Background: an optimization exercise with open tools, aiming at small area. Do not read the settings as production practice.
The RTL was checked by simulation tests, not by an equivalence proof against the original design.

==> flow/design.v (excerpt) <==
module quadratic_sequence (
    input  wire       i_clk,
    input  wire       i_rst_n,
    input  wire       i_write_en,
    input  wire       i_read_en,
    input  wire [4:0] i_data,
    output reg  [1:0] o_result,
    output wire [6:0] led1_data,
    output wire [6:0] led2_data,
    output wire [6:0] led1_A, led2_A, led1_B, led2_B, led1_C, led2_C
);
    localparam IDLE = 4'd0, GET_A = 4'd1, GET_B = 4'd2, GET_C = 4'd3,
               CALC_DELTA = 4'd4, CALC_SQRT = 4'd5, CALC_ROOTS = 4'd6,
               FINISH = 4'd7, READ_1 = 4'd8, READ_2 = 4'd9;
    reg [3:0] reg_A, reg_B, reg_C, o_data, state;
    reg w_prev, r_prev;
    wire w_press = ~i_write_en & ~w_prev;
    wire r_press = ~i_read_en & ~r_prev;
    wire [3:0] m = i_data[3:0];
    wire [2:0] m_mag = m[3] ? 3'd0 - m[2:0] : m[2:0];
    wire [3:0] coef = {i_data[4] ? (~m[3] & (m[2:0] != 3'd0)) : m[3],
                       m_mag | {3{i_data[4] & (m == 4'b1000)}}};
    wire a8 = reg_A[3] & (reg_A[2:0] == 3'd0);
    wire b8 = reg_B[3] & (reg_B[2:0] == 3'd0);
    wire c8 = reg_C[3] & (reg_C[2:0] == 3'd0);
    wire [3:0] ma = {a8, reg_A[2:0]}, mc = {c8, reg_C[2:0]};
    wire e = reg_B[0];
    wire [2:0] kap = {b8, reg_B[2:1]};
    reg [4:0] u;
    always @(*) begin
        case ({kap, e})
            4'b0000: u = 5'd0;
            4'b0001: u = 5'd0;
            4'b0010: u = 5'd1;
            4'b0011: u = 5'd2;
            4'b0100: u = 5'd4;
            4'b0101: u = 5'd6;
            4'b0110: u = 5'd9;
            4'b0111: u = 5'd12;
            default: u = 5'd16;
        endcase
    end
    wire [5:0] p3 = reg_A[2:0] * reg_C[2:0];
    wire [6:0] p = a8 ? (c8 ? 7'd64 : {1'b0, reg_C[2:0], 3'b0})
                      : (c8 ? {1'b0, reg_A[2:0], 3'b0} : {1'b0, p3});
    wire ac_neg = reg_A[3] ^ reg_C[3];
    wire [7:0] dp = ac_neg ? {3'b0, u} + {1'b0, p} : {3'b0, u} - {1'b0, p};
    wire delta_neg = dp[7];
    wire delta_nz = (dp != 8'd0) | e;
    reg [2:0] j;
    reg ok;
  ...
export LEC_CHECK = 0
export CAP_MARGIN = 20
export CORE_MARGIN = 2
export CORE_UTILIZATION = 40
export PLACE_DENSITY = 0.6
export SLEW_MARGIN = 20
create_clock -name core_clock -period 80.0 [get_ports {i_clk}]
standard.sh (not shown) runs the stock make flow with config.mk's settings and CLKGATE_MAP_FILE= SYNTH_SCRIPT=/design/flow/synth_recipe.tcl, a recipe that flattens the netlist after the stock synthesis.
==> flow/flow/run.sh <==
#!/bin/bash
set -euo pipefail
WORK=$PWD
export MY_ABC_DIR=$WORK/flow
export FLOW_SYNTH_TCL=$WORK/synth_recipe.tcl
CTS="-sink_clustering_enable -repair_clock_nets -dont_use_dummy_load"
if [[ -f $WORK/flow/cts_args ]]; then CTS=$(cat $WORK/flow/cts_args); fi
bash standard.sh ADDER_MAP_FILE= SYNTH_SCRIPT=$WORK/flow/synth.tcl \
  "BUFFER_PORTS_ARGS=-buffer_cell sky130_fd_sc_hd__buf_1" \
  "CTS_ARGS=$CTS" finish > $WORK/standard.log 2>&1
Other scripts of this flow, unchanged in this note and not shown: flow/flow/abc_p00.script, flow/flow/abc_p01.script, flow/flow/abc_p02.script, flow/flow/abc_p03.script, flow/flow/abc_p04.script, flow/flow/abc_p05.script, flow/flow/abc_p06.script, flow/flow/abc_p07.script, flow/flow/abc_p08.script, flow/flow/abc_p09.script, flow/flow/abc_p10.script, flow/flow/abc_p11.script, flow/flow/abc_t00.script, flow/flow/abc_t01.script, flow/flow/abc_t02.script, flow/flow/abc_t03.script, flow/flow/abc_t04.script, flow/flow/abc_t05.script, flow/flow/abc_t06.script, flow/flow/abc_t07.script, flow/flow/abc_t08.script, flow/flow/abc_t09.script, flow/flow/abc_t10.script, flow/flow/abc_t11.script, flow/flow/synth.tcl
Change:
--- a/flow/design.v
+++ b/flow/design.v
@@ -88,17 +88,17 @@
             {1'b1, 7'd30}: j = 3'd5;
             {1'b1, 7'd42}: j = 3'd6;
             {1'b1, 7'd56}: j = 3'd7;
             default:       ok = 1'b0;
         endcase
     end
     wire sel = state[0];
     wire t = sel ^ reg_B[3];
-    wire jlt = ~ac_neg;
+    wire jlt = j < kap;
     wire [2:0] jmk = jlt ? kap - j : j - kap;
     wire [3:0] h = ok ? (t ? j + kap + e : {1'b0, jmk}) : {1'b0, kap};
     wire m_neg = ok ? (~t & jlt) : ~t;
     reg [3:0] q;
     always @(*) begin
         case ({ma, h})
             {4'd0, 4'd0}: q = 4'd0;
             {4'd0, 4'd1}: q = 4'd0;
=> The changed run finished clean; clock skew is lower by 0.0068 ns; clock-buffer cell count does not change; synthesized cell count is lower by 1.2%; worst hold slack is better by 0.017 ns; wire length is lower by 3.4%; first-iteration DRC count is higher by 23%.

[re-timing with driven ports]
In the flow no input, the clock included, has a driving cell. The finished layouts below were timed again as built, in two steps. Step 1: set_driving_cell puts a clkbuf_16 on i_clk and a buf_2 on each other input, an assumption about the parent block. Step 2 moves the port delays by t, midway between the first and last clock arrival at a register: inputs arrive t later, outputs are due t later. That takes back most of the time a late clock gives input paths. a / b / c = ideal ports / drivers / drivers and shift; a / b = the first two.
run	t, ns	setup WS [ns]	worst slew at a driven data input, ns
the first run	0.286	62.077 / 62.051 / 62.337	0.03
the second run	0.282	62.190 / 62.167 / 62.449	0.03
After both steps setup and hold are still met in every run listed.
